Context: an optimization exercise on an open-source flow, tuned for small area and a short achievable clock period. The choices shown serve that exercise and are no tape-out recipe.
Function was not checked in any run shown here: the RTL went through the layout flow alone.
Power and IR drop assume default switching activity.

## flow/design.v (module list and top-level ports; edited modules follow where they fit)
// module cmul: 1443 lines
// module fadd: 382 lines
// module conv3x3_fp32: 75 lines
module conv3x3_fp32(
    input         clk,
    input         resetn,
    input         valid_in,
    input  [31:0] data,
    input  [31:0] w1, w2, w3, w4, w5, w6, w7, w8, w9,
    output        valid_out,
    output [31:0] data_out
);
  // ...
==> flow/flow/run.sh <==
#!/bin/bash
set -euo pipefail
export BUFFER_PORTS_ARGS="-buffer_cell sky130_fd_sc_hd__buf_4"
bash standard.sh > standard_flow.log 2>&1
==> flow/standard.sh <==
#!/bin/bash
# synth_recipe.tcl (not shown) runs the flow's synth.tcl, then flattens the netlist and writes it again
# the make line also repeats each setting of config.mk as NAME=value (left out here)
make -C /OpenROAD-flow-scripts/flow DESIGN_CONFIG=/design/flow/config.mk WORK_HOME=/design/flow/orfs CLKGATE_MAP_FILE= SYNTH_SCRIPT=/design/flow/synth_recipe.tcl "${@:-finish}"
==> flow/config.mk <==
export PLATFORM = sky130hd
export DESIGN_NAME = conv3x3_fp32
export DESIGN_NICKNAME = conv3x3_fp32
export VERILOG_FILES = /design/flow/design.v
export SDC_FILE = /design/flow/constraint.sdc
export NUM_CORES = 8
export LEC_CHECK = 0
export CAP_MARGIN = 30
export CORE_MARGIN = 2
export CORE_UTILIZATION = 55
export SETUP_SLACK_MARGIN = 4.2
export SLEW_MARGIN = 20
==> flow/constraint.sdc <==
create_clock -name core_clock -period 8.0 [get_ports {clk}]
set_input_delay 1.6000 -clock core_clock [delete_from_list [all_inputs] [get_ports {clk}]]
set_output_delay 1.6000 -clock core_clock [all_outputs]
set_load 0.01 [all_outputs]
==> flow_summary.yaml, run 1 <==
outcome:
  run_status: "complete, no violations"
cells_and_area:
  fillers: 42550
  num-nonclk-inverters: 3641
  regArea_um2: 100300
  n_all_buffers: 930
  drive_above_1_share_pct: 15.24
  top_register: "lb"
timing:
  max_slew_margin_pct: 32.76
  tightest_slew_ns: 1.009
min_path:
  worstHoldEndpoint: "a2.eb2[0]$_DFF_P_"
place:
  gp_congestion: 0.8982
worst_setup_path:
  critPathMaxFanout: 24
  rr_startpoint: "a3.r2[2]$_DFF_P_"
  ff2ff_setup_slack_ns: 4.23
  worst-path-buf-inv: 4
  critical_path_class: "reg -> reg"
clock_tree:
  cts_hold_buf: 0
  cts_resized: 184
yosys:
  syn-cell-area_um2: 283000
  synth_commonest_cells: "dfxtp_1 (3,626), inv_1 (3,608), fa_1 (2,301), a22oi_1 (2,210), xor2_1 (1,746)"
  synth_area_leaders: "dfxtp_1 (26%), fa_1 (16%), edfxtp_1 (9.5%), ha_1 (7.4%), a22oi_1 (5.9%)"
  synth.avg_cell_area_um2: 10.32
  yosysMostFrequentCell: "dfxtp_1"
  synth_edf_count: 899
pwr:
  vdd_drop_max_mv: 0.2819
  total_power_mw: 142.2
  p_seq_share_pct: 27.4
route:
  wire_per_inst_um: 21.74
  wl_um: 747200
global_route:
  grt_max_degree: 194
==> module fadd, before the edit <==
module fadd(input clk, input [31:0] a, input [31:0] b, output reg [31:0] y);
  wire [7:0] ea = a[30:23], eb = b[30:23];
  wire cmp_g0_0 = a[0] & ~b[0];
  wire cmp_p0_0 = a[0] ^ ~b[0];
  wire cmp_g0_1 = a[1] & ~b[1];
  wire cmp_p0_1 = a[1] ^ ~b[1];
  wire cmp_g0_2 = a[2] & ~b[2];
  wire cmp_p0_2 = a[2] ^ ~b[2];
  wire cmp_g0_3 = a[3] & ~b[3];
  wire cmp_p0_3 = a[3] ^ ~b[3];
  wire cmp_g0_4 = a[4] & ~b[4];
  wire cmp_p0_4 = a[4] ^ ~b[4];
  wire cmp_g0_5 = a[5] & ~b[5];
  wire cmp_p0_5 = a[5] ^ ~b[5];
  wire cmp_g0_6 = a[6] & ~b[6];
  wire cmp_p0_6 = a[6] ^ ~b[6];
  wire cmp_g0_7 = a[7] & ~b[7];
  wire cmp_p0_7 = a[7] ^ ~b[7];
  wire cmp_g0_8 = a[8] & ~b[8];
  wire cmp_p0_8 = a[8] ^ ~b[8];
  wire cmp_g0_9 = a[9] & ~b[9];
  wire cmp_p0_9 = a[9] ^ ~b[9];
  wire cmp_g0_10 = a[10] & ~b[10];
  wire cmp_p0_10 = a[10] ^ ~b[10];
  wire cmp_g0_11 = a[11] & ~b[11];
  wire cmp_p0_11 = a[11] ^ ~b[11];
  wire cmp_g0_12 = a[12] & ~b[12];
  wire cmp_p0_12 = a[12] ^ ~b[12];
  wire cmp_g0_13 = a[13] & ~b[13];
  wire cmp_p0_13 = a[13] ^ ~b[13];
  wire cmp_g0_14 = a[14] & ~b[14];
  wire cmp_p0_14 = a[14] ^ ~b[14];
  wire cmp_g0_15 = a[15] & ~b[15];
  wire cmp_p0_15 = a[15] ^ ~b[15];
  wire cmp_g0_16 = a[16] & ~b[16];
  wire cmp_p0_16 = a[16] ^ ~b[16];
  wire cmp_g0_17 = a[17] & ~b[17];
  wire cmp_p0_17 = a[17] ^ ~b[17];
  wire cmp_g0_18 = a[18] & ~b[18];
  wire cmp_p0_18 = a[18] ^ ~b[18];
  wire cmp_g0_19 = a[19] & ~b[19];
  wire cmp_p0_19 = a[19] ^ ~b[19];
  wire cmp_g0_20 = a[20] & ~b[20];
  wire cmp_p0_20 = a[20] ^ ~b[20];
  wire cmp_g0_21 = a[21] & ~b[21];
  wire cmp_p0_21 = a[21] ^ ~b[21];
  wire cmp_g0_22 = a[22] & ~b[22];
  wire cmp_p0_22 = a[22] ^ ~b[22];
  wire cmp_g0_23 = a[23] & ~b[23];
  wire cmp_p0_23 = a[23] ^ ~b[23];
  wire cmp_g0_24 = a[24] & ~b[24];
  wire cmp_p0_24 = a[24] ^ ~b[24];
  wire cmp_g0_25 = a[25] & ~b[25];
  wire cmp_p0_25 = a[25] ^ ~b[25];
  wire cmp_g0_26 = a[26] & ~b[26];
  wire cmp_p0_26 = a[26] ^ ~b[26];
  wire cmp_g0_27 = a[27] & ~b[27];
  wire cmp_p0_27 = a[27] ^ ~b[27];
  wire cmp_g0_28 = a[28] & ~b[28];
  wire cmp_p0_28 = a[28] ^ ~b[28];
  wire cmp_g0_29 = a[29] & ~b[29];
  wire cmp_p0_29 = a[29] ^ ~b[29];
  wire cmp_g0_30 = a[30] & ~b[30];
  wire cmp_p0_30 = a[30] ^ ~b[30];
  wire cmp_gc = cmp_g0_0 | (cmp_p0_0 & 1'b1);
  wire cmp_g1_1 = cmp_g0_1 | (cmp_p0_1 & cmp_gc);
  wire cmp_p1_1 = cmp_p0_1 & cmp_p0_0;
  wire cmp_g1_3 = cmp_g0_3 | (cmp_p0_3 & cmp_g0_2);
  wire cmp_p1_3 = cmp_p0_3 & cmp_p0_2;
  wire cmp_g1_5 = cmp_g0_5 | (cmp_p0_5 & cmp_g0_4);
  wire cmp_p1_5 = cmp_p0_5 & cmp_p0_4;
  wire cmp_g1_7 = cmp_g0_7 | (cmp_p0_7 & cmp_g0_6);
  wire cmp_p1_7 = cmp_p0_7 & cmp_p0_6;
  wire cmp_g1_9 = cmp_g0_9 | (cmp_p0_9 & cmp_g0_8);
  wire cmp_p1_9 = cmp_p0_9 & cmp_p0_8;
  wire cmp_g1_11 = cmp_g0_11 | (cmp_p0_11 & cmp_g0_10);
  wire cmp_p1_11 = cmp_p0_11 & cmp_p0_10;
  wire cmp_g1_13 = cmp_g0_13 | (cmp_p0_13 & cmp_g0_12);
  wire cmp_p1_13 = cmp_p0_13 & cmp_p0_12;
  wire cmp_g1_15 = cmp_g0_15 | (cmp_p0_15 & cmp_g0_14);
  wire cmp_p1_15 = cmp_p0_15 & cmp_p0_14;
  wire cmp_g1_17 = cmp_g0_17 | (cmp_p0_17 & cmp_g0_16);
  wire cmp_p1_17 = cmp_p0_17 & cmp_p0_16;
  wire cmp_g1_19 = cmp_g0_19 | (cmp_p0_19 & cmp_g0_18);
  wire cmp_p1_19 = cmp_p0_19 & cmp_p0_18;
  wire cmp_g1_21 = cmp_g0_21 | (cmp_p0_21 & cmp_g0_20);
  wire cmp_p1_21 = cmp_p0_21 & cmp_p0_20;
  wire cmp_g1_23 = cmp_g0_23 | (cmp_p0_23 & cmp_g0_22);
  wire cmp_p1_23 = cmp_p0_23 & cmp_p0_22;
  wire cmp_g1_25 = cmp_g0_25 | (cmp_p0_25 & cmp_g0_24);
  wire cmp_p1_25 = cmp_p0_25 & cmp_p0_24;
  wire cmp_g1_27 = cmp_g0_27 | (cmp_p0_27 & cmp_g0_26);
  wire cmp_p1_27 = cmp_p0_27 & cmp_p0_26;
  wire cmp_g1_29 = cmp_g0_29 | (cmp_p0_29 & cmp_g0_28);
  wire cmp_p1_29 = cmp_p0_29 & cmp_p0_28;
  wire cmp_g2_2 = cmp_g0_2 | (cmp_p0_2 & cmp_g1_1);
  wire cmp_p2_2 = cmp_p0_2 & cmp_p1_1;
  wire cmp_g2_3 = cmp_g1_3 | (cmp_p1_3 & cmp_g1_1);
  wire cmp_p2_3 = cmp_p1_3 & cmp_p1_1;
  wire cmp_g2_6 = cmp_g0_6 | (cmp_p0_6 & cmp_g1_5);
  wire cmp_p2_6 = cmp_p0_6 & cmp_p1_5;
  wire cmp_g2_7 = cmp_g1_7 | (cmp_p1_7 & cmp_g1_5);
  wire cmp_p2_7 = cmp_p1_7 & cmp_p1_5;
  wire cmp_g2_10 = cmp_g0_10 | (cmp_p0_10 & cmp_g1_9);
  wire cmp_p2_10 = cmp_p0_10 & cmp_p1_9;
  wire cmp_g2_11 = cmp_g1_11 | (cmp_p1_11 & cmp_g1_9);
  wire cmp_p2_11 = cmp_p1_11 & cmp_p1_9;
  wire cmp_g2_14 = cmp_g0_14 | (cmp_p0_14 & cmp_g1_13);
  wire cmp_p2_14 = cmp_p0_14 & cmp_p1_13;
  wire cmp_g2_15 = cmp_g1_15 | (cmp_p1_15 & cmp_g1_13);
  wire cmp_p2_15 = cmp_p1_15 & cmp_p1_13;
  wire cmp_g2_18 = cmp_g0_18 | (cmp_p0_18 & cmp_g1_17);
  wire cmp_p2_18 = cmp_p0_18 & cmp_p1_17;
  wire cmp_g2_19 = cmp_g1_19 | (cmp_p1_19 & cmp_g1_17);
  wire cmp_p2_19 = cmp_p1_19 & cmp_p1_17;
  wire cmp_g2_22 = cmp_g0_22 | (cmp_p0_22 & cmp_g1_21);
  wire cmp_p2_22 = cmp_p0_22 & cmp_p1_21;
  wire cmp_g2_23 = cmp_g1_23 | (cmp_p1_23 & cmp_g1_21);
  wire cmp_p2_23 = cmp_p1_23 & cmp_p1_21;
  wire cmp_g2_26 = cmp_g0_26 | (cmp_p0_26 & cmp_g1_25);
  wire cmp_p2_26 = cmp_p0_26 & cmp_p1_25;
  wire cmp_g2_27 = cmp_g1_27 | (cmp_p1_27 & cmp_g1_25);
  wire cmp_p2_27 = cmp_p1_27 & cmp_p1_25;
  wire cmp_g2_30 = cmp_g0_30 | (cmp_p0_30 & cmp_g1_29);
  wire cmp_p2_30 = cmp_p0_30 & cmp_p1_29;
  wire cmp_g3_4 = cmp_g0_4 | (cmp_p0_4 & cmp_g2_3);
  wire cmp_p3_4 = cmp_p0_4 & cmp_p2_3;
  wire cmp_g3_5 = cmp_g1_5 | (cmp_p1_5 & cmp_g2_3);
  wire cmp_p3_5 = cmp_p1_5 & cmp_p2_3;
  wire cmp_g3_6 = cmp_g2_6 | (cmp_p2_6 & cmp_g2_3);
  wire cmp_p3_6 = cmp_p2_6 & cmp_p2_3;
  wire cmp_g3_7 = cmp_g2_7 | (cmp_p2_7 & cmp_g2_3);
  wire cmp_p3_7 = cmp_p2_7 & cmp_p2_3;
  wire cmp_g3_12 = cmp_g0_12 | (cmp_p0_12 & cmp_g2_11);
  wire cmp_p3_12 = cmp_p0_12 & cmp_p2_11;
  wire cmp_g3_13 = cmp_g1_13 | (cmp_p1_13 & cmp_g2_11);
  wire cmp_p3_13 = cmp_p1_13 & cmp_p2_11;
  wire cmp_g3_14 = cmp_g2_14 | (cmp_p2_14 & cmp_g2_11);
  wire cmp_p3_14 = cmp_p2_14 & cmp_p2_11;
  wire cmp_g3_15 = cmp_g2_15 | (cmp_p2_15 & cmp_g2_11);
  wire cmp_p3_15 = cmp_p2_15 & cmp_p2_11;
  wire cmp_g3_20 = cmp_g0_20 | (cmp_p0_20 & cmp_g2_19);
  wire cmp_p3_20 = cmp_p0_20 & cmp_p2_19;
  wire cmp_g3_21 = cmp_g1_21 | (cmp_p1_21 & cmp_g2_19);
  wire cmp_p3_21 = cmp_p1_21 & cmp_p2_19;
  wire cmp_g3_22 = cmp_g2_22 | (cmp_p2_22 & cmp_g2_19);
  wire cmp_p3_22 = cmp_p2_22 & cmp_p2_19;
  wire cmp_g3_23 = cmp_g2_23 | (cmp_p2_23 & cmp_g2_19);
  wire cmp_p3_23 = cmp_p2_23 & cmp_p2_19;
  wire cmp_g3_28 = cmp_g0_28 | (cmp_p0_28 & cmp_g2_27);
  wire cmp_p3_28 = cmp_p0_28 & cmp_p2_27;
  wire cmp_g3_29 = cmp_g1_29 | (cmp_p1_29 & cmp_g2_27);
  wire cmp_p3_29 = cmp_p1_29 & cmp_p2_27;
  wire cmp_g3_30 = cmp_g2_30 | (cmp_p2_30 & cmp_g2_27);
  wire cmp_p3_30 = cmp_p2_30 & cmp_p2_27;
  wire cmp_g4_8 = cmp_g0_8 | (cmp_p0_8 & cmp_g3_7);
  wire cmp_p4_8 = cmp_p0_8 & cmp_p3_7;
  wire cmp_g4_9 = cmp_g1_9 | (cmp_p1_9 & cmp_g3_7);
  wire cmp_p4_9 = cmp_p1_9 & cmp_p3_7;
  wire cmp_g4_10 = cmp_g2_10 | (cmp_p2_10 & cmp_g3_7);
  wire cmp_p4_10 = cmp_p2_10 & cmp_p3_7;
  wire cmp_g4_11 = cmp_g2_11 | (cmp_p2_11 & cmp_g3_7);
  wire cmp_p4_11 = cmp_p2_11 & cmp_p3_7;
  wire cmp_g4_12 = cmp_g3_12 | (cmp_p3_12 & cmp_g3_7);
  wire cmp_p4_12 = cmp_p3_12 & cmp_p3_7;
  wire cmp_g4_13 = cmp_g3_13 | (cmp_p3_13 & cmp_g3_7);
  wire cmp_p4_13 = cmp_p3_13 & cmp_p3_7;
  wire cmp_g4_14 = cmp_g3_14 | (cmp_p3_14 & cmp_g3_7);
  wire cmp_p4_14 = cmp_p3_14 & cmp_p3_7;
  wire cmp_g4_15 = cmp_g3_15 | (cmp_p3_15 & cmp_g3_7);
  wire cmp_p4_15 = cmp_p3_15 & cmp_p3_7;
  wire cmp_g4_24 = cmp_g0_24 | (cmp_p0_24 & cmp_g3_23);
  wire cmp_p4_24 = cmp_p0_24 & cmp_p3_23;
  wire cmp_g4_25 = cmp_g1_25 | (cmp_p1_25 & cmp_g3_23);
  wire cmp_p4_25 = cmp_p1_25 & cmp_p3_23;
  wire cmp_g4_26 = cmp_g2_26 | (cmp_p2_26 & cmp_g3_23);
  wire cmp_p4_26 = cmp_p2_26 & cmp_p3_23;
  wire cmp_g4_27 = cmp_g2_27 | (cmp_p2_27 & cmp_g3_23);
  wire cmp_p4_27 = cmp_p2_27 & cmp_p3_23;
  wire cmp_g4_28 = cmp_g3_28 | (cmp_p3_28 & cmp_g3_23);
  wire cmp_p4_28 = cmp_p3_28 & cmp_p3_23;
  wire cmp_g4_29 = cmp_g3_29 | (cmp_p3_29 & cmp_g3_23);
  wire cmp_p4_29 = cmp_p3_29 & cmp_p3_23;
  wire cmp_g4_30 = cmp_g3_30 | (cmp_p3_30 & cmp_g3_23);
  wire cmp_p4_30 = cmp_p3_30 & cmp_p3_23;
  wire cmp_g5_16 = cmp_g0_16 | (cmp_p0_16 & cmp_g4_15);
  wire cmp_p5_16 = cmp_p0_16 & cmp_p4_15;
  wire cmp_g5_17 = cmp_g1_17 | (cmp_p1_17 & cmp_g4_15);
  wire cmp_p5_17 = cmp_p1_17 & cmp_p4_15;
  wire cmp_g5_18 = cmp_g2_18 | (cmp_p2_18 & cmp_g4_15);
  wire cmp_p5_18 = cmp_p2_18 & cmp_p4_15;
  wire cmp_g5_19 = cmp_g2_19 | (cmp_p2_19 & cmp_g4_15);
  wire cmp_p5_19 = cmp_p2_19 & cmp_p4_15;
  wire cmp_g5_20 = cmp_g3_20 | (cmp_p3_20 & cmp_g4_15);
  wire cmp_p5_20 = cmp_p3_20 & cmp_p4_15;
  wire cmp_g5_21 = cmp_g3_21 | (cmp_p3_21 & cmp_g4_15);
  wire cmp_p5_21 = cmp_p3_21 & cmp_p4_15;
  wire cmp_g5_22 = cmp_g3_22 | (cmp_p3_22 & cmp_g4_15);
  wire cmp_p5_22 = cmp_p3_22 & cmp_p4_15;
  wire cmp_g5_23 = cmp_g3_23 | (cmp_p3_23 & cmp_g4_15);
  wire cmp_p5_23 = cmp_p3_23 & cmp_p4_15;
  wire cmp_g5_24 = cmp_g4_24 | (cmp_p4_24 & cmp_g4_15);
  wire cmp_p5_24 = cmp_p4_24 & cmp_p4_15;
  wire cmp_g5_25 = cmp_g4_25 | (cmp_p4_25 & cmp_g4_15);
  wire cmp_p5_25 = cmp_p4_25 & cmp_p4_15;
  wire cmp_g5_26 = cmp_g4_26 | (cmp_p4_26 & cmp_g4_15);
  wire cmp_p5_26 = cmp_p4_26 & cmp_p4_15;
  wire cmp_g5_27 = cmp_g4_27 | (cmp_p4_27 & cmp_g4_15);
  wire cmp_p5_27 = cmp_p4_27 & cmp_p4_15;
  wire cmp_g5_28 = cmp_g4_28 | (cmp_p4_28 & cmp_g4_15);
  wire cmp_p5_28 = cmp_p4_28 & cmp_p4_15;
  wire cmp_g5_29 = cmp_g4_29 | (cmp_p4_29 & cmp_g4_15);
  wire cmp_p5_29 = cmp_p4_29 & cmp_p4_15;
  wire cmp_g5_30 = cmp_g4_30 | (cmp_p4_30 & cmp_g4_15);
  wire cmp_p5_30 = cmp_p4_30 & cmp_p4_15;
  wire agb = cmp_g5_30;
  wire [7:0] dab = ea - eb, dba = eb - ea;
  wire [7:0] d0 = agb ? dab : dba;
  wire [30:0] big0 = agb ? a[30:0] : b[30:0];
  wire [22:0] sm0 = agb ? b[22:0] : a[22:0];
  wire [7:0] es0 = agb ? eb : ea;
  wire kab = (dab > 8'd23) | (eb == 8'd0), kba = (dba > 8'd23) | (ea == 8'd0);
  wire kill0 = agb ? kab : kba;
  wire sgn0 = agb ? a[31] : b[31];
  wire sub0 = a[31] ^ b[31];
  reg [22:0] ma1, mc1; reg agb1; reg [7:0] eb1; reg [4:0] d1; reg kill1, sub1, sgn1;
  always @(posedge clk) begin
    ma1 <= a[22:0]; mc1 <= b[22:0]; agb1 <= agb; eb1 <= big0[30:23]; d1 <= d0[4:0]; kill1 <= kill0; sub1 <= sub0; sgn1 <= sgn0;
  end
  wire [22:0] mb1 = agb1 ? ma1 : mc1;
  wire [23:0] ms1 = {1'b1, agb1 ? mc1 : ma1};
  wire [23:0] sh1 = kill1 ? 24'd0 : (ms1 >> d1);
  wire [24:0] bx1 = {1'b0, sh1} ^ {25{sub1}};
  wire [23:0] mh1 = {eb1 != 8'd0, mb1};
  wire [24:0] gb1 = {1'b0, mh1} & bx1, pb1 = {1'b0, mh1} ^ bx1;
  reg [24:0] gq, pq; reg [7:0] ebq; reg subq, sgnq;
  always @(posedge clk) begin gq <= gb1; pq <= pb1; ebq <= eb1; subq <= sub1; sgnq <= sgn1; end
  wire add_gc = gq[0] | (pq[0] & subq);
  wire add_g1_1 = gq[1] | (pq[1] & add_gc);
  wire add_p1_1 = pq[1] & pq[0];
  wire add_g1_3 = gq[3] | (pq[3] & gq[2]);
  wire add_p1_3 = pq[3] & pq[2];
  wire add_g1_5 = gq[5] | (pq[5] & gq[4]);
  wire add_p1_5 = pq[5] & pq[4];
  wire add_g1_7 = gq[7] | (pq[7] & gq[6]);
  wire add_p1_7 = pq[7] & pq[6];
  wire add_g1_9 = gq[9] | (pq[9] & gq[8]);
  wire add_p1_9 = pq[9] & pq[8];
  wire add_g1_11 = gq[11] | (pq[11] & gq[10]);
  wire add_p1_11 = pq[11] & pq[10];
  wire add_g1_13 = gq[13] | (pq[13] & gq[12]);
  wire add_p1_13 = pq[13] & pq[12];
  wire add_g1_15 = gq[15] | (pq[15] & gq[14]);
  wire add_p1_15 = pq[15] & pq[14];
  wire add_g1_17 = gq[17] | (pq[17] & gq[16]);
  wire add_p1_17 = pq[17] & pq[16];
  wire add_g1_19 = gq[19] | (pq[19] & gq[18]);
  wire add_p1_19 = pq[19] & pq[18];
  wire add_g1_21 = gq[21] | (pq[21] & gq[20]);
  wire add_p1_21 = pq[21] & pq[20];
  wire add_g1_23 = gq[23] | (pq[23] & gq[22]);
  wire add_p1_23 = pq[23] & pq[22];
  wire add_g2_2 = gq[2] | (pq[2] & add_g1_1);
  wire add_p2_2 = pq[2] & add_p1_1;
  wire add_g2_3 = add_g1_3 | (add_p1_3 & add_g1_1);
  wire add_p2_3 = add_p1_3 & add_p1_1;
  wire add_g2_6 = gq[6] | (pq[6] & add_g1_5);
  wire add_p2_6 = pq[6] & add_p1_5;
  wire add_g2_7 = add_g1_7 | (add_p1_7 & add_g1_5);
  wire add_p2_7 = add_p1_7 & add_p1_5;
  wire add_g2_10 = gq[10] | (pq[10] & add_g1_9);
  wire add_p2_10 = pq[10] & add_p1_9;
  wire add_g2_11 = add_g1_11 | (add_p1_11 & add_g1_9);
  wire add_p2_11 = add_p1_11 & add_p1_9;
  wire add_g2_14 = gq[14] | (pq[14] & add_g1_13);
  wire add_p2_14 = pq[14] & add_p1_13;
  wire add_g2_15 = add_g1_15 | (add_p1_15 & add_g1_13);
  wire add_p2_15 = add_p1_15 & add_p1_13;
  wire add_g2_18 = gq[18] | (pq[18] & add_g1_17);
  wire add_p2_18 = pq[18] & add_p1_17;
  wire add_g2_19 = add_g1_19 | (add_p1_19 & add_g1_17);
  wire add_p2_19 = add_p1_19 & add_p1_17;
  wire add_g2_22 = gq[22] | (pq[22] & add_g1_21);
  wire add_p2_22 = pq[22] & add_p1_21;
  wire add_g2_23 = add_g1_23 | (add_p1_23 & add_g1_21);
  wire add_p2_23 = add_p1_23 & add_p1_21;
  wire add_g3_4 = gq[4] | (pq[4] & add_g2_3);
  wire add_p3_4 = pq[4] & add_p2_3;
  wire add_g3_5 = add_g1_5 | (add_p1_5 & add_g2_3);
  wire add_p3_5 = add_p1_5 & add_p2_3;
  wire add_g3_6 = add_g2_6 | (add_p2_6 & add_g2_3);
  wire add_p3_6 = add_p2_6 & add_p2_3;
  wire add_g3_7 = add_g2_7 | (add_p2_7 & add_g2_3);
  wire add_p3_7 = add_p2_7 & add_p2_3;
  wire add_g3_12 = gq[12] | (pq[12] & add_g2_11);
  wire add_p3_12 = pq[12] & add_p2_11;
  wire add_g3_13 = add_g1_13 | (add_p1_13 & add_g2_11);
  wire add_p3_13 = add_p1_13 & add_p2_11;
  wire add_g3_14 = add_g2_14 | (add_p2_14 & add_g2_11);
  wire add_p3_14 = add_p2_14 & add_p2_11;
  wire add_g3_15 = add_g2_15 | (add_p2_15 & add_g2_11);
  wire add_p3_15 = add_p2_15 & add_p2_11;
  wire add_g3_20 = gq[20] | (pq[20] & add_g2_19);
  wire add_p3_20 = pq[20] & add_p2_19;
  wire add_g3_21 = add_g1_21 | (add_p1_21 & add_g2_19);
  wire add_p3_21 = add_p1_21 & add_p2_19;
  wire add_g3_22 = add_g2_22 | (add_p2_22 & add_g2_19);
  wire add_p3_22 = add_p2_22 & add_p2_19;
  wire add_g3_23 = add_g2_23 | (add_p2_23 & add_g2_19);
  wire add_p3_23 = add_p2_23 & add_p2_19;
  wire add_g4_8 = gq[8] | (pq[8] & add_g3_7);
  wire add_p4_8 = pq[8] & add_p3_7;
  wire add_g4_9 = add_g1_9 | (add_p1_9 & add_g3_7);
  wire add_p4_9 = add_p1_9 & add_p3_7;
  wire add_g4_10 = add_g2_10 | (add_p2_10 & add_g3_7);
  wire add_p4_10 = add_p2_10 & add_p3_7;
  wire add_g4_11 = add_g2_11 | (add_p2_11 & add_g3_7);
  wire add_p4_11 = add_p2_11 & add_p3_7;
  wire add_g4_12 = add_g3_12 | (add_p3_12 & add_g3_7);
  wire add_p4_12 = add_p3_12 & add_p3_7;
  wire add_g4_13 = add_g3_13 | (add_p3_13 & add_g3_7);
  wire add_p4_13 = add_p3_13 & add_p3_7;
  wire add_g4_14 = add_g3_14 | (add_p3_14 & add_g3_7);
  wire add_p4_14 = add_p3_14 & add_p3_7;
  wire add_g4_15 = add_g3_15 | (add_p3_15 & add_g3_7);
  wire add_p4_15 = add_p3_15 & add_p3_7;
  wire add_g4_24 = gq[24] | (pq[24] & add_g3_23);
  wire add_p4_24 = pq[24] & add_p3_23;
  wire add_g5_16 = gq[16] | (pq[16] & add_g4_15);
  wire add_p5_16 = pq[16] & add_p4_15;
  wire add_g5_17 = add_g1_17 | (add_p1_17 & add_g4_15);
  wire add_p5_17 = add_p1_17 & add_p4_15;
  wire add_g5_18 = add_g2_18 | (add_p2_18 & add_g4_15);
  wire add_p5_18 = add_p2_18 & add_p4_15;
  wire add_g5_19 = add_g2_19 | (add_p2_19 & add_g4_15);
  wire add_p5_19 = add_p2_19 & add_p4_15;
  wire add_g5_20 = add_g3_20 | (add_p3_20 & add_g4_15);
  wire add_p5_20 = add_p3_20 & add_p4_15;
  wire add_g5_21 = add_g3_21 | (add_p3_21 & add_g4_15);
  wire add_p5_21 = add_p3_21 & add_p4_15;
  wire add_g5_22 = add_g3_22 | (add_p3_22 & add_g4_15);
  wire add_p5_22 = add_p3_22 & add_p4_15;
  wire add_g5_23 = add_g3_23 | (add_p3_23 & add_g4_15);
  wire add_p5_23 = add_p3_23 & add_p4_15;
  wire add_g5_24 = add_g4_24 | (add_p4_24 & add_g4_15);
  wire add_p5_24 = add_p4_24 & add_p4_15;
  wire add_s0 = pq[0] ^ subq;
  wire add_s1 = pq[1] ^ add_gc;
  wire add_s2 = pq[2] ^ add_g1_1;
  wire add_s3 = pq[3] ^ add_g2_2;
  wire add_s4 = pq[4] ^ add_g2_3;
  wire add_s5 = pq[5] ^ add_g3_4;
  wire add_s6 = pq[6] ^ add_g3_5;
  wire add_s7 = pq[7] ^ add_g3_6;
  wire add_s8 = pq[8] ^ add_g3_7;
  wire add_s9 = pq[9] ^ add_g4_8;
  wire add_s10 = pq[10] ^ add_g4_9;
  wire add_s11 = pq[11] ^ add_g4_10;
  wire add_s12 = pq[12] ^ add_g4_11;
  wire add_s13 = pq[13] ^ add_g4_12;
  wire add_s14 = pq[14] ^ add_g4_13;
  wire add_s15 = pq[15] ^ add_g4_14;
  wire add_s16 = pq[16] ^ add_g4_15;
  wire add_s17 = pq[17] ^ add_g5_16;
  wire add_s18 = pq[18] ^ add_g5_17;
  wire add_s19 = pq[19] ^ add_g5_18;
  wire add_s20 = pq[20] ^ add_g5_19;
  wire add_s21 = pq[21] ^ add_g5_20;
  wire add_s22 = pq[22] ^ add_g5_21;
  wire add_s23 = pq[23] ^ add_g5_22;
  wire add_s24 = pq[24] ^ add_g5_23;
  wire [24:0] r1 = {add_s24, add_s23, add_s22, add_s21, add_s20, add_s19, add_s18, add_s17, add_s16, add_s15, add_s14, add_s13, add_s12, add_s11, add_s10, add_s9, add_s8, add_s7, add_s6, add_s5, add_s4, add_s3, add_s2, add_s1, add_s0};
  reg [24:0] r2; reg [7:0] eb2; reg sgn2;
  always @(posedge clk) begin r2 <= r1; eb2 <= ebq; sgn2 <= sgnq; end
  reg [4:0] lz2; integer i;
  always @* begin lz2 = 5'd0; for (i = 0; i < 25; i = i + 1) if (r2[i]) lz2 = 5'd24 - i[4:0]; end
  wire z2 = (r2 == 25'd0);
  wire [24:0] nl = r2 << lz2;
  wire [7:0] en = eb2 + 8'd1 - {3'b0, lz2};
  wire [31:0] yn = z2 ? 32'd0 : {sgn2, en, nl[23:1]};
  always @(posedge clk) y <= yn;
endmodule
==> module conv3x3_fp32, before the edit <==
module conv3x3_fp32(
    input         clk,
    input         resetn,
    input         valid_in,
    input  [31:0] data,
    input  [31:0] w1, w2, w3, w4, w5, w6, w7, w8, w9,
    output        valid_out,
    output [31:0] data_out
);
  reg [3:0] col, row;
  always @(posedge clk or negedge resetn) begin
    if (!resetn) begin col <= 4'd0; row <= 4'd0; end
    else if (valid_in) begin
      if (col == 4'd13) begin col <= 4'd0; row <= (row == 4'd13) ? 4'd0 : row + 4'd1; end
      else col <= col + 4'd1;
    end
  end
  wire win = valid_in & (row >= 4'd2) & (col >= 4'd2);
  reg [19:0] vp;
  always @(posedge clk or negedge resetn) begin
    if (!resetn) vp <= 20'd0;
    else vp <= {vp[18:0], win};
  end
  assign valid_out = vp[19];
  wire [4:0] de = (data[30:23] == 8'd0) ? 5'd0 : data[27:23] + 5'd17;
  wire [28:0] din = {data[31], de, data[22:0]};
  reg [28:0] lb [1:31];
  integer k;
  always @(posedge clk) if (valid_in) begin
    lb[1] <= din;
    for (k = 2; k <= 31; k = k + 1) lb[k] <= lb[k-1];
  end
  wire [22:0] wm1 = w1[22:0];
  wire [22:0] wm2 = w2[22:0];
  wire [22:0] wm3 = w3[22:0];
  wire [22:0] wm4 = w4[22:0];
  wire [22:0] wm5 = w5[22:0];
  wire [22:0] wm6 = w6[22:0];
  wire [22:0] wm7 = w7[22:0];
  wire [22:0] wm8 = w8[22:0];
  wire [22:0] wm9 = w9[22:0];
  reg [28:0] p1d [1:12];
  always @(posedge clk) begin
    p1d[1] <= lb[31];
    for (k = 2; k <= 12; k = k + 1) p1d[k] <= p1d[k-1];
  end
  wire [31:0] P1;
  cmul u_m1(.clk(clk), .xm(p1d[12][22:0]), .xe(p1d[12][27:23]), .xs(p1d[12][28]), .wm(wm1), .we(w1[30:23]), .ws(w1[31]), .p(P1));
  wire [31:0] P2;
  cmul u_m2(.clk(clk), .xm(lb[30][22:0]), .xe(lb[30][27:23]), .xs(lb[30][28]), .wm(wm2), .we(w2[30:23]), .ws(w2[31]), .p(P2));
  wire [31:0] P3;
  cmul u_m3(.clk(clk), .xm(lb[29][22:0]), .xe(lb[29][27:23]), .xs(lb[29][28]), .wm(wm3), .we(w3[30:23]), .ws(w3[31]), .p(P3));
  wire [31:0] P4;
  cmul u_m4(.clk(clk), .xm(lb[17][22:0]), .xe(lb[17][27:23]), .xs(lb[17][28]), .wm(wm4), .we(w4[30:23]), .ws(w4[31]), .p(P4));
  wire [31:0] P5;
  cmul u_m5(.clk(clk), .xm(lb[16][22:0]), .xe(lb[16][27:23]), .xs(lb[16][28]), .wm(wm5), .we(w5[30:23]), .ws(w5[31]), .p(P5));
  wire [31:0] P6;
  cmul u_m6(.clk(clk), .xm(lb[15][22:0]), .xe(lb[15][27:23]), .xs(lb[15][28]), .wm(wm6), .we(w6[30:23]), .ws(w6[31]), .p(P6));
  wire [31:0] P7;
  cmul u_m7(.clk(clk), .xm(lb[3][22:0]), .xe(lb[3][27:23]), .xs(lb[3][28]), .wm(wm7), .we(w7[30:23]), .ws(w7[31]), .p(P7));
  wire [31:0] P8;
  cmul u_m8(.clk(clk), .xm(lb[2][22:0]), .xe(lb[2][27:23]), .xs(lb[2][28]), .wm(wm8), .we(w8[30:23]), .ws(w8[31]), .p(P8));
  wire [31:0] P9;
  cmul u_m9(.clk(clk), .xm(lb[1][22:0]), .xe(lb[1][27:23]), .xs(lb[1][28]), .wm(wm9), .we(w9[30:23]), .ws(w9[31]), .p(P9));
  wire [31:0] s98, s76, s54, s32, s9876, s5432, s8, y;
  fadd a0(.clk(clk), .a(P9), .b(P8), .y(s98));
  fadd a1(.clk(clk), .a(P7), .b(P6), .y(s76));
  fadd a2(.clk(clk), .a(P5), .b(P4), .y(s54));
  fadd a3(.clk(clk), .a(P3), .b(P2), .y(s32));
  fadd a4(.clk(clk), .a(s98), .b(s76), .y(s9876));
  fadd a5(.clk(clk), .a(s54), .b(s32), .y(s5432));
  fadd a6(.clk(clk), .a(s5432), .b(s9876), .y(s8));
  fadd a7(.clk(clk), .a(s8), .b(P1), .y(y));
  assign data_out = y;
endmodule
==> run 2, diff against run 1 <==
--- a/flow/design.v
+++ b/flow/design.v
@@ -1,10 +1,22 @@
 module cmul(input clk, input [22:0] xm, input [4:0] xe, input xs, input [22:0] wm, input [7:0] we, input ws,
+            input [20:0] xd,    
             output reg [31:0] p);
+  function [35:0] benc(input [22:0] m);
+    reg [24:0] x; integer i;
+    begin
+      x = {1'b1, m, 1'b0};
+      for (i = 0; i < 12; i = i + 1) begin
+        benc[3*i]   = x[2*i+1] ^ x[2*i];
+        benc[3*i+1] = (x[2*i+2] & ~x[2*i+1] & ~x[2*i]) | (~x[2*i+2] & x[2*i+1] & x[2*i]);
+        benc[3*i+2] = x[2*i+2] & ~(x[2*i+1] & x[2*i]);
+      end
+    end
+  endfunction
   reg t1_303;
   reg t1_304;
   reg t1_305;
   reg t1_306;
   reg t1_307;
   reg t1_308;
   reg t1_309;
   reg t1_310;
@@ -76,20 +88,21 @@
   reg t1_376;
   reg t1_377;
   reg t2_lk;
   reg [8:0] t2_la;
   reg [8:0] t2_lb;
   reg [24:0] t2_ha;
   reg [24:0] t2_hb;
   reg [22:13] xh;
+  reg [14:0] xq;    
   reg xs1, xs2; reg [4:0] xe1, xe2;
-  wire one0 = xm[0] ^ 1'b0;
-  wire two0 = (xm[1] & ~xm[0] & ~1'b0) | (~xm[1] & xm[0] & 1'b0);
-  wire neg0 = xm[1] & ~(xm[0] & 1'b0);
+  wire one0 = xd[0];
+  wire two0 = xd[1];
+  wire neg0 = xd[2];
   wire pp0_0 = neg0 ^ ((one0 & wm[0]));
   wire pp0_1 = neg0 ^ ((one0 & wm[1]) | (two0 & wm[0]));
   wire pp0_2 = neg0 ^ ((one0 & wm[2]) | (two0 & wm[1]));
   wire pp0_3 = neg0 ^ ((one0 & wm[3]) | (two0 & wm[2]));
   wire pp0_4 = neg0 ^ ((one0 & wm[4]) | (two0 & wm[3]));
   wire pp0_5 = neg0 ^ ((one0 & wm[5]) | (two0 & wm[4]));
   wire pp0_6 = neg0 ^ ((one0 & wm[6]) | (two0 & wm[5]));
   wire pp0_7 = neg0 ^ ((one0 & wm[7]) | (two0 & wm[6]));
@@ -105,19 +118,19 @@
   wire pp0_17 = neg0 ^ ((one0 & wm[17]) | (two0 & wm[16]));
   wire pp0_18 = neg0 ^ ((one0 & wm[18]) | (two0 & wm[17]));
   wire pp0_19 = neg0 ^ ((one0 & wm[19]) | (two0 & wm[18]));
   wire pp0_20 = neg0 ^ ((one0 & wm[20]) | (two0 & wm[19]));
   wire pp0_21 = neg0 ^ ((one0 & wm[21]) | (two0 & wm[20]));
   wire pp0_22 = neg0 ^ ((one0 & wm[22]) | (two0 & wm[21]));
   wire pp0_23 = neg0 ^ ((one0 & 1'b1) | (two0 & wm[22]));
   wire pp0_24 = neg0 ^ ((two0 & 1'b1));
-  wire one1 = xm[2] ^ xm[1];
-  wire two1 = (xm[3] & ~xm[2] & ~xm[1]) | (~xm[3] & xm[2] & xm[1]);
-  wire neg1 = xm[3] & ~(xm[2] & xm[1]);
+  wire one1 = xd[3];
+  wire two1 = xd[4];
+  wire neg1 = xd[5];
   wire pp1_0 = neg1 ^ ((one1 & wm[0]));
   wire pp1_1 = neg1 ^ ((one1 & wm[1]) | (two1 & wm[0]));
   wire pp1_2 = neg1 ^ ((one1 & wm[2]) | (two1 & wm[1]));
   wire pp1_3 = neg1 ^ ((one1 & wm[3]) | (two1 & wm[2]));
   wire pp1_4 = neg1 ^ ((one1 & wm[4]) | (two1 & wm[3]));
   wire pp1_5 = neg1 ^ ((one1 & wm[5]) | (two1 & wm[4]));
   wire pp1_6 = neg1 ^ ((one1 & wm[6]) | (two1 & wm[5]));
   wire pp1_7 = neg1 ^ ((one1 & wm[7]) | (two1 & wm[6]));
@@ -133,19 +146,19 @@
   wire pp1_17 = neg1 ^ ((one1 & wm[17]) | (two1 & wm[16]));
   wire pp1_18 = neg1 ^ ((one1 & wm[18]) | (two1 & wm[17]));
   wire pp1_19 = neg1 ^ ((one1 & wm[19]) | (two1 & wm[18]));
   wire pp1_20 = neg1 ^ ((one1 & wm[20]) | (two1 & wm[19]));
   wire pp1_21 = neg1 ^ ((one1 & wm[21]) | (two1 & wm[20]));
   wire pp1_22 = neg1 ^ ((one1 & wm[22]) | (two1 & wm[21]));
   wire pp1_23 = neg1 ^ ((one1 & 1'b1) | (two1 & wm[22]));
   wire pp1_24 = neg1 ^ ((two1 & 1'b1));
-  wire one2 = xm[4] ^ xm[3];
-  wire two2 = (xm[5] & ~xm[4] & ~xm[3]) | (~xm[5] & xm[4] & xm[3]);
-  wire neg2 = xm[5] & ~(xm[4] & xm[3]);
+  wire one2 = xd[6];
+  wire two2 = xd[7];
+  wire neg2 = xd[8];
   wire pp2_0 = neg2 ^ ((one2 & wm[0]));
   wire pp2_1 = neg2 ^ ((one2 & wm[1]) | (two2 & wm[0]));
   wire pp2_2 = neg2 ^ ((one2 & wm[2]) | (two2 & wm[1]));
   wire pp2_3 = neg2 ^ ((one2 & wm[3]) | (two2 & wm[2]));
   wire pp2_4 = neg2 ^ ((one2 & wm[4]) | (two2 & wm[3]));
   wire pp2_5 = neg2 ^ ((one2 & wm[5]) | (two2 & wm[4]));
   wire pp2_6 = neg2 ^ ((one2 & wm[6]) | (two2 & wm[5]));
   wire pp2_7 = neg2 ^ ((one2 & wm[7]) | (two2 & wm[6]));
@@ -161,19 +174,19 @@
   wire pp2_17 = neg2 ^ ((one2 & wm[17]) | (two2 & wm[16]));
   wire pp2_18 = neg2 ^ ((one2 & wm[18]) | (two2 & wm[17]));
   wire pp2_19 = neg2 ^ ((one2 & wm[19]) | (two2 & wm[18]));
   wire pp2_20 = neg2 ^ ((one2 & wm[20]) | (two2 & wm[19]));
   wire pp2_21 = neg2 ^ ((one2 & wm[21]) | (two2 & wm[20]));
   wire pp2_22 = neg2 ^ ((one2 & wm[22]) | (two2 & wm[21]));
   wire pp2_23 = neg2 ^ ((one2 & 1'b1) | (two2 & wm[22]));
   wire pp2_24 = neg2 ^ ((two2 & 1'b1));
-  wire one3 = xm[6] ^ xm[5];
-  wire two3 = (xm[7] & ~xm[6] & ~xm[5]) | (~xm[7] & xm[6] & xm[5]);
-  wire neg3 = xm[7] & ~(xm[6] & xm[5]);
+  wire one3 = xd[9];
+  wire two3 = xd[10];
+  wire neg3 = xd[11];
   wire pp3_0 = neg3 ^ ((one3 & wm[0]));
   wire pp3_1 = neg3 ^ ((one3 & wm[1]) | (two3 & wm[0]));
   wire pp3_2 = neg3 ^ ((one3 & wm[2]) | (two3 & wm[1]));
   wire pp3_3 = neg3 ^ ((one3 & wm[3]) | (two3 & wm[2]));
   wire pp3_4 = neg3 ^ ((one3 & wm[4]) | (two3 & wm[3]));
   wire pp3_5 = neg3 ^ ((one3 & wm[5]) | (two3 & wm[4]));
   wire pp3_6 = neg3 ^ ((one3 & wm[6]) | (two3 & wm[5]));
   wire pp3_7 = neg3 ^ ((one3 & wm[7]) | (two3 & wm[6]));
@@ -189,19 +202,19 @@
   wire pp3_17 = neg3 ^ ((one3 & wm[17]) | (two3 & wm[16]));
   wire pp3_18 = neg3 ^ ((one3 & wm[18]) | (two3 & wm[17]));
   wire pp3_19 = neg3 ^ ((one3 & wm[19]) | (two3 & wm[18]));
   wire pp3_20 = neg3 ^ ((one3 & wm[20]) | (two3 & wm[19]));
   wire pp3_21 = neg3 ^ ((one3 & wm[21]) | (two3 & wm[20]));
   wire pp3_22 = neg3 ^ ((one3 & wm[22]) | (two3 & wm[21]));
   wire pp3_23 = neg3 ^ ((one3 & 1'b1) | (two3 & wm[22]));
   wire pp3_24 = neg3 ^ ((two3 & 1'b1));
-  wire one4 = xm[8] ^ xm[7];
-  wire two4 = (xm[9] & ~xm[8] & ~xm[7]) | (~xm[9] & xm[8] & xm[7]);
-  wire neg4 = xm[9] & ~(xm[8] & xm[7]);
+  wire one4 = xd[12];
+  wire two4 = xd[13];
+  wire neg4 = xd[14];
   wire pp4_0 = neg4 ^ ((one4 & wm[0]));
   wire pp4_1 = neg4 ^ ((one4 & wm[1]) | (two4 & wm[0]));
   wire pp4_2 = neg4 ^ ((one4 & wm[2]) | (two4 & wm[1]));
   wire pp4_3 = neg4 ^ ((one4 & wm[3]) | (two4 & wm[2]));
   wire pp4_4 = neg4 ^ ((one4 & wm[4]) | (two4 & wm[3]));
   wire pp4_5 = neg4 ^ ((one4 & wm[5]) | (two4 & wm[4]));
   wire pp4_6 = neg4 ^ ((one4 & wm[6]) | (two4 & wm[5]));
   wire pp4_7 = neg4 ^ ((one4 & wm[7]) | (two4 & wm[6]));
@@ -217,19 +230,19 @@
   wire pp4_17 = neg4 ^ ((one4 & wm[17]) | (two4 & wm[16]));
   wire pp4_18 = neg4 ^ ((one4 & wm[18]) | (two4 & wm[17]));
   wire pp4_19 = neg4 ^ ((one4 & wm[19]) | (two4 & wm[18]));
   wire pp4_20 = neg4 ^ ((one4 & wm[20]) | (two4 & wm[19]));
   wire pp4_21 = neg4 ^ ((one4 & wm[21]) | (two4 & wm[20]));
   wire pp4_22 = neg4 ^ ((one4 & wm[22]) | (two4 & wm[21]));
   wire pp4_23 = neg4 ^ ((one4 & 1'b1) | (two4 & wm[22]));
   wire pp4_24 = neg4 ^ ((two4 & 1'b1));
-  wire one5 = xm[10] ^ xm[9];
-  wire two5 = (xm[11] & ~xm[10] & ~xm[9]) | (~xm[11] & xm[10] & xm[9]);
-  wire neg5 = xm[11] & ~(xm[10] & xm[9]);
+  wire one5 = xd[15];
+  wire two5 = xd[16];
+  wire neg5 = xd[17];
   wire pp5_0 = neg5 ^ ((one5 & wm[0]));
   wire pp5_1 = neg5 ^ ((one5 & wm[1]) | (two5 & wm[0]));
   wire pp5_2 = neg5 ^ ((one5 & wm[2]) | (two5 & wm[1]));
   wire pp5_3 = neg5 ^ ((one5 & wm[3]) | (two5 & wm[2]));
   wire pp5_4 = neg5 ^ ((one5 & wm[4]) | (two5 & wm[3]));
   wire pp5_5 = neg5 ^ ((one5 & wm[5]) | (two5 & wm[4]));
   wire pp5_6 = neg5 ^ ((one5 & wm[6]) | (two5 & wm[5]));
   wire pp5_7 = neg5 ^ ((one5 & wm[7]) | (two5 & wm[6]));
@@ -245,19 +258,19 @@
   wire pp5_17 = neg5 ^ ((one5 & wm[17]) | (two5 & wm[16]));
   wire pp5_18 = neg5 ^ ((one5 & wm[18]) | (two5 & wm[17]));
   wire pp5_19 = neg5 ^ ((one5 & wm[19]) | (two5 & wm[18]));
   wire pp5_20 = neg5 ^ ((one5 & wm[20]) | (two5 & wm[19]));
   wire pp5_21 = neg5 ^ ((one5 & wm[21]) | (two5 & wm[20]));
   wire pp5_22 = neg5 ^ ((one5 & wm[22]) | (two5 & wm[21]));
   wire pp5_23 = neg5 ^ ((one5 & 1'b1) | (two5 & wm[22]));
   wire pp5_24 = neg5 ^ ((two5 & 1'b1));
-  wire one6 = xm[12] ^ xm[11];
-  wire two6 = (xm[13] & ~xm[12] & ~xm[11]) | (~xm[13] & xm[12] & xm[11]);
-  wire neg6 = xm[13] & ~(xm[12] & xm[11]);
+  wire one6 = xd[18];
+  wire two6 = xd[19];
+  wire neg6 = xd[20];
   wire pp6_0 = neg6 ^ ((one6 & wm[0]));
   wire pp6_1 = neg6 ^ ((one6 & wm[1]) | (two6 & wm[0]));
   wire pp6_2 = neg6 ^ ((one6 & wm[2]) | (two6 & wm[1]));
   wire pp6_3 = neg6 ^ ((one6 & wm[3]) | (two6 & wm[2]));
   wire pp6_4 = neg6 ^ ((one6 & wm[4]) | (two6 & wm[3]));
   wire pp6_5 = neg6 ^ ((one6 & wm[5]) | (two6 & wm[4]));
   wire pp6_6 = neg6 ^ ((one6 & wm[6]) | (two6 & wm[5]));
   wire pp6_7 = neg6 ^ ((one6 & wm[7]) | (two6 & wm[6]));
@@ -1193,16 +1206,17 @@
     t1_371 <= s297;
     t1_372 <= c298;
     t1_373 <= s299;
     t1_374 <= c300;
     t1_375 <= s301;
     t1_376 <= ~neg6;
     t1_377 <= c302;
     xh <= xm[22:13];
+    xq <= benc(xm) >> 21;
     xs1 <= xs; xe1 <= xe;
     t2_lk <= lk;
     t2_la <= la[22:14];
     t2_lb <= lb_[22:14];
     t2_ha <= ha;
     t2_hb <= hb;
     xs2 <= xs1; xe2 <= xe1;
   end
@@ -1811,21 +1825,20 @@
   wire add_s21 = pq[21] ^ add_g5_20;
   wire add_s22 = pq[22] ^ add_g5_21;
   wire add_s23 = pq[23] ^ add_g5_22;
   wire add_s24 = pq[24] ^ add_g5_23;
   wire [24:0] r1 = {add_s24, add_s23, add_s22, add_s21, add_s20, add_s19, add_s18, add_s17, add_s16, add_s15, add_s14, add_s13, add_s12, add_s11, add_s10, add_s9, add_s8, add_s7, add_s6, add_s5, add_s4, add_s3, add_s2, add_s1, add_s0};
   reg [24:0] r2; reg [7:0] eb2; reg sgn2;
   always @(posedge clk) begin r2 <= r1; eb2 <= ebq; sgn2 <= sgnq; end
   reg [4:0] lz2; integer i;
-  always @* begin lz2 = 5'd0; for (i = 0; i < 25; i = i + 1) if (r2[i]) lz2 = 5'd24 - i[4:0]; end
+  always @* begin lz2 = 5'd0; for (i = 0; i < 24; i = i + 1) if (r2[i]) lz2 = 5'd23 - i[4:0]; end
   wire z2 = (r2 == 25'd0);
-  wire [24:0] nl = r2 << lz2;
-  wire [7:0] en = eb2 + 8'd1 - {3'b0, lz2};
-  wire [31:0] yn = z2 ? 32'd0 : {sgn2, en, nl[23:1]};
+  wire [23:0] nl = r2[23:0] << lz2;
+  wire [31:0] yn = r2[24] ? {sgn2, eb2 + 8'd1, r2[23:1]} : z2 ? 32'd0 : {sgn2, eb2 - {3'b0, lz2}, nl[22:0]};
   always @(posedge clk) y <= yn;
 endmodule
 module conv3x3_fp32(
     input         clk,
     input         resetn,
     input         valid_in,
     input  [31:0] data,
     input  [31:0] w1, w2, w3, w4, w5, w6, w7, w8, w9,
@@ -1864,34 +1877,54 @@
   wire [22:0] wm7 = w7[22:0];
   wire [22:0] wm8 = w8[22:0];
   wire [22:0] wm9 = w9[22:0];
   reg [28:0] p1d [1:12];
   always @(posedge clk) begin
     p1d[1] <= lb[31];
     for (k = 2; k <= 12; k = k + 1) p1d[k] <= p1d[k-1];
   end
+  function [35:0] benc(input [22:0] m);
+    reg [24:0] x; integer i;
+    begin
+      x = {1'b1, m, 1'b0};
+      for (i = 0; i < 12; i = i + 1) begin
+        benc[3*i]   = x[2*i+1] ^ x[2*i];
+        benc[3*i+1] = (x[2*i+2] & ~x[2*i+1] & ~x[2*i]) | (~x[2*i+2] & x[2*i+1] & x[2*i]);
+        benc[3*i+2] = x[2*i+2] & ~(x[2*i+1] & x[2*i]);
+      end
+    end
+  endfunction
+  reg [20:0] ed2; always @(posedge clk) if (valid_in) ed2 <= benc(lb[29][22:0]);
+  reg [20:0] ed3; always @(posedge clk) if (valid_in) ed3 <= benc(lb[28][22:0]);
+  reg [20:0] ed4; always @(posedge clk) if (valid_in) ed4 <= benc(lb[16][22:0]);
+  reg [20:0] ed5; always @(posedge clk) if (valid_in) ed5 <= benc(lb[15][22:0]);
+  reg [20:0] ed6; always @(posedge clk) if (valid_in) ed6 <= benc(lb[14][22:0]);
+  reg [20:0] ed7; always @(posedge clk) if (valid_in) ed7 <= benc(lb[2][22:0]);
+  reg [20:0] ed8; always @(posedge clk) if (valid_in) ed8 <= benc(lb[1][22:0]);
+  reg [20:0] ed9; always @(posedge clk) if (valid_in) ed9 <= benc(din[22:0]);
+  reg [20:0] ed1; always @(posedge clk) ed1 <= benc(p1d[11][22:0]);
   wire [31:0] P1;
-  cmul u_m1(.clk(clk), .xm(p1d[12][22:0]), .xe(p1d[12][27:23]), .xs(p1d[12][28]), .wm(wm1), .we(w1[30:23]), .ws(w1[31]), .p(P1));
+  cmul u_m1(.clk(clk), .xm(p1d[12][22:0]), .xe(p1d[12][27:23]), .xs(p1d[12][28]), .wm(wm1), .we(w1[30:23]), .ws(w1[31]), .xd(ed1), .p(P1));
   wire [31:0] P2;
-  cmul u_m2(.clk(clk), .xm(lb[30][22:0]), .xe(lb[30][27:23]), .xs(lb[30][28]), .wm(wm2), .we(w2[30:23]), .ws(w2[31]), .p(P2));
+  cmul u_m2(.clk(clk), .xm(lb[30][22:0]), .xe(lb[30][27:23]), .xs(lb[30][28]), .wm(wm2), .we(w2[30:23]), .ws(w2[31]), .xd(ed2), .p(P2));
   wire [31:0] P3;
-  cmul u_m3(.clk(clk), .xm(lb[29][22:0]), .xe(lb[29][27:23]), .xs(lb[29][28]), .wm(wm3), .we(w3[30:23]), .ws(w3[31]), .p(P3));
+  cmul u_m3(.clk(clk), .xm(lb[29][22:0]), .xe(lb[29][27:23]), .xs(lb[29][28]), .wm(wm3), .we(w3[30:23]), .ws(w3[31]), .xd(ed3), .p(P3));
   wire [31:0] P4;
-  cmul u_m4(.clk(clk), .xm(lb[17][22:0]), .xe(lb[17][27:23]), .xs(lb[17][28]), .wm(wm4), .we(w4[30:23]), .ws(w4[31]), .p(P4));
+  cmul u_m4(.clk(clk), .xm(lb[17][22:0]), .xe(lb[17][27:23]), .xs(lb[17][28]), .wm(wm4), .we(w4[30:23]), .ws(w4[31]), .xd(ed4), .p(P4));
   wire [31:0] P5;
-  cmul u_m5(.clk(clk), .xm(lb[16][22:0]), .xe(lb[16][27:23]), .xs(lb[16][28]), .wm(wm5), .we(w5[30:23]), .ws(w5[31]), .p(P5));
+  cmul u_m5(.clk(clk), .xm(lb[16][22:0]), .xe(lb[16][27:23]), .xs(lb[16][28]), .wm(wm5), .we(w5[30:23]), .ws(w5[31]), .xd(ed5), .p(P5));
   wire [31:0] P6;
-  cmul u_m6(.clk(clk), .xm(lb[15][22:0]), .xe(lb[15][27:23]), .xs(lb[15][28]), .wm(wm6), .we(w6[30:23]), .ws(w6[31]), .p(P6));
+  cmul u_m6(.clk(clk), .xm(lb[15][22:0]), .xe(lb[15][27:23]), .xs(lb[15][28]), .wm(wm6), .we(w6[30:23]), .ws(w6[31]), .xd(ed6), .p(P6));
   wire [31:0] P7;
-  cmul u_m7(.clk(clk), .xm(lb[3][22:0]), .xe(lb[3][27:23]), .xs(lb[3][28]), .wm(wm7), .we(w7[30:23]), .ws(w7[31]), .p(P7));
+  cmul u_m7(.clk(clk), .xm(lb[3][22:0]), .xe(lb[3][27:23]), .xs(lb[3][28]), .wm(wm7), .we(w7[30:23]), .ws(w7[31]), .xd(ed7), .p(P7));
   wire [31:0] P8;
-  cmul u_m8(.clk(clk), .xm(lb[2][22:0]), .xe(lb[2][27:23]), .xs(lb[2][28]), .wm(wm8), .we(w8[30:23]), .ws(w8[31]), .p(P8));
+  cmul u_m8(.clk(clk), .xm(lb[2][22:0]), .xe(lb[2][27:23]), .xs(lb[2][28]), .wm(wm8), .we(w8[30:23]), .ws(w8[31]), .xd(ed8), .p(P8));
   wire [31:0] P9;
-  cmul u_m9(.clk(clk), .xm(lb[1][22:0]), .xe(lb[1][27:23]), .xs(lb[1][28]), .wm(wm9), .we(w9[30:23]), .ws(w9[31]), .p(P9));
+  cmul u_m9(.clk(clk), .xm(lb[1][22:0]), .xe(lb[1][27:23]), .xs(lb[1][28]), .wm(wm9), .we(w9[30:23]), .ws(w9[31]), .xd(ed9), .p(P9));
   wire [31:0] s98, s76, s54, s32, s9876, s5432, s8, y;
   fadd a0(.clk(clk), .a(P9), .b(P8), .y(s98));
   fadd a1(.clk(clk), .a(P7), .b(P6), .y(s76));
   fadd a2(.clk(clk), .a(P5), .b(P4), .y(s54));
   fadd a3(.clk(clk), .a(P3), .b(P2), .y(s32));
   fadd a4(.clk(clk), .a(s98), .b(s76), .y(s9876));
   fadd a5(.clk(clk), .a(s54), .b(s32), .y(s5432));
   fadd a6(.clk(clk), .a(s5432), .b(s9876), .y(s8));
==> run 2 against run 1 <==
Compared with the run above:
- still clean
- sequential cell count is 160 higher
- hold slack better by 0.039 ns
- synthesized cell count is 0.56% higher
- global-route usage is 0.13 points higher
- critical endpoint is now u_m6.p[29]$_SDFF_PP0_
- highest routed layer unchanged
==> flow_summary.yaml, run 2 <==
outcome:
  run_status: "complete, no violations"
cells_and_area:
  mostFrequentLayoutCells: "dfxtp_1 (3,601), inv_1 (3,556), xnor2_1 (1,807)"
  largestRegisters: "lb (899), p1d (337)"
  largest_reg_flops: 899
  final_common_cell: "dfxtp_1"
  final_nets: 31550
  final_cell_count_no_fill: 34680
  area.growth.synth_to_final_pct: 12.36
  fin_util_pct: 62.13
  fillers: 42670
  top_register: "lb"
  drive_above_1_share_pct: 15.07
timing:
  tns_ns: 0
  drv_slew: 0
  tightest_slew_ns: 1.079
  fin_crit_sh_pct: 46.96
  hold_violations: 0
  finClkSkew_ns: 0.05740
  fmaxAchievable_mhz: 266.2
  max_slew_margin_pct: 28.10
  period_minus_slack_ns: 3.757
  finalSetupViolCount: 0
  rsz0062_at_grt: "true"
yosys:
  synth.distinct_cells: 93
  yosysMostFrequentCell: "dfxtp_1"
  synth_top_area_share_pct: 25.22
  syn_nets: 31830
  synth_edf_count: 1051
  ys.flop_type: "dfxtp_1"
  ys_seq_area_share_pct: 36.41
  yosys.area.top_type: "dfxtp_1"
  synth_seq_cells: 4713
  syn-cell-area_um2: 288400
  syn_inst: 27570
  synth.avg_cell_area_um2: 10.46
  async_flop_share_pct: 0.5941
  synth_area_leaders: "dfxtp_1 (25%), fa_1 (16%), edfxtp_1 (11%), ha_1 (7.1%), a22oi_1 (6.3%)"
  synth_commonest_cells: "dfxtp_1 (3,634), inv_1 (3,629), a22oi_1 (2,403), fa_1 (2,301), xnor2_1 (1,810)"
  yosysWarnings: 7
global_route:
  grt_pass1_wl_um: 1190000
  antenna_found_initial: 28
  grt_overflow: 0
  grt_max_degree: 194
  track_usage_pct: 28.44
  grt_pass1_vias: 202300
worst_setup_path:
  endpoint_kind: "flip-flop"
  rr_worst_depth: 16
  required_ns: 8.99
  critPathMaxFanout: 6
  critical_path_class: "reg -> reg"
  cp-start-kind: "flip-flop"
  critPathArrivalTime_ns: 4.75
floorplan:
  dieArea_um2: 530200
  die_h_um: 728.1
  die_x_um: 728.1
  initial_utilization_pct: 55.30
  ios: 356
  design.core.area_um2: 521600
  row_count: 265
route:
  wl_um: 764000
  detail-route-antenna-nets: 0
  drc: 0
  first_pass_iters: 8
  vias: 196600
  wire_per_inst_um: 22.03
  avgViaCountPerCell: 5.669
  drtIter0Drc: 14240
pwr:
  total_power_mw: 144.7
  p_per_area_nw_per_um2: 446.6
  vdd_drop_max_mv: 0.3076
  p_leak_nw: 138.9
clock_tree:
  root_buffer: "clkbuf_16"
  clkTransAtPathRegs_ns: 0.06
  cts_tree: "done"
  numCtsBuffers: 521
  cts_hold_buf: 0
  h-tree-depth: 6
  max-clock-path-buffers: 4
  cts_sinks: 4713
  insertion_delay_ns: 1.10
place:
  dp.cells: 33560
  portBuffers: 355
  gp_congestion: 0.9213
  dp_hpwl_um: 557700
min_path:
  hold_depth: 0
  min_path_type: "reg -> reg"
run:
  drv.max_cap_violation_count: 0
run 2: layout make-up:
cell class / count / area (um2) / area share (%)
clock buffer: 715 / 14820 / 4.573
timing repair buffer: 886 / 8327 / 2.570
multi-input combinational: 17490 / 170300 / 52.56
sequential: 4713 / 105100 / 32.42
inverter: 3672 / 13840 / 4.271
tap: 6942 / 8686 / 2.680
antenna: 22 / 55.05 / 0.01699
timing repair inverter: 4 / 20.02 / 0.006178
clock inverter: 239 / 2934 / 0.9054
run 2: power breakdown:
| group | internal (mW) | leakage [nW] | total, mW | switching, mW |
|---|---|---|---|---|
| sequential | 34.2 | 41.3 | 40.6 | 6.43 |
| clock | 14.3 | 8.62 | 24.5 | 10.2 |
| combinational | 34.2 | 89.0 | 79.7 | 45.5 |
| total | 82.7 | 139 | 145 | 62.1 |
run 2: logic make-up (layout without fill, tap and decap cells):
logic type,after synthesis,count (layout),synth area share (%)
AOI/OAI and AO/OA,5400,5403,12.93
xor gates and xnor gates,3390,3390,10.29
adders and majority gates,3938,3938,23.07
buffers and inverters,5373,5516,7.014
DFF,4713,4713,36.41
muxes,1026,1026,4.250
other,0,22,0
and+or+nand+nor,3730,3730,6.030
run 2: final timing paths:
path / to / from / slack [ns]
setup / recovery: u_m6.p[29]$_SDFF_PP0_ / u_m6.t2_la[2]$_DFF_P_ / 4.24
hold reg to reg: a6.eb2[3]$_DFF_P_ / a6.ebq[3]$_DFF_P_ / 0.31
hold / removal: a6.eb2[3]$_DFF_P_ / a6.ebq[3]$_DFF_P_ / 0.31
max in group asynchronous: vp[6]$_DFF_PN0_ / resetn / 7.21
setup reg to reg: u_m6.p[29]$_SDFF_PP0_ / u_m6.t2_la[2]$_DFF_P_ / 4.24
min in group asynchronous: vp[18]$_DFF_PN0_ / resetn / 0.45
run 2: what timing repair did:
action                                  CTS  global route
gates cloned                             10            10
gates resized for setup                 152           209
setup buffers                            23            60
pin swaps                                27            78
endpoints found under the setup margin  401           357
run 2: routing by layer:
layer	part of all wire (%)	vias up	track usage (%)
met5	0.0025	-	0.04536
met4	3.8	2	10.16
li1	-	91790	-
met1	43	97570	37.69
met2	48	5917	47.98
met3	5.6	1321	3.666
run 2: metrics by stage:
| stage | setup WS (ns) | hold slack [ns] | instance area [um2] |
|---|---|---|---|
| finish | 4.243 | 0.3064 | 324100 |
| global route | 4.129 | 0.3150 | 324000 |
| CTS | 4.147 | 0.3052 | 321800 |
| detailed placement | 3.475 | 0.3121 | 302900 |
| global placement | 3.338 | 0.3100 | 301800 |
| floorplan | 3.825 | 0.3096 | 298700 |
run 2: worst max-delay path: stages (launching register included):
cell       delay [ns]
dfxtp_2          0.33
ha_4             0.24
a21oi_2          0.13
o21ai_1          0.09
a2111o_1         0.40
nor4b_4          0.17
o2111a_1         0.29
o21a_2           0.24
a2111o_1         0.48
a2111oi_4        0.39
buf_4            0.20
nor3_4           0.05
buf_12           0.15
buf_12           0.14
buf_6            0.11
a31oi_1          0.15
a41o_1           0.12

==> separate check: timing with driven ports <==
In the flow no input, the clock included, has a driving cell. The finished layouts below were timed again as built, in two steps. Step 1 (the two cells are an assumption about what drives the block):
set clk [get_ports {clk}]
set_driving_cell -lib_cell sky130_fd_sc_hd__clkbuf_16 $clk
set_driving_cell -lib_cell sky130_fd_sc_hd__buf_2 [delete_from_list [all_inputs] $clk]
Step 2 also shifts input and output timing later by t, the mid clock arrival at the registers, as if the neighbouring blocks saw the same clock. a / b / c = no drivers / after step 1 / after step 2; a / b = the first two.
run | shift t [ns] | setup WS [ns] | latest minus earliest clock arrival (ns)
run 1 | 1.140 | 4.231 / 4.231 / 3.319 | 0.131 / 0.131
run 2 | 1.195 | 4.243 / 4.243 / 3.321 | 0.063 / 0.063
After both steps setup and hold are still met in every run listed. For run 2, which loses most, drivers alone change the setup slack by 0.000 ns; drivers and shift together by -0.922 ns.
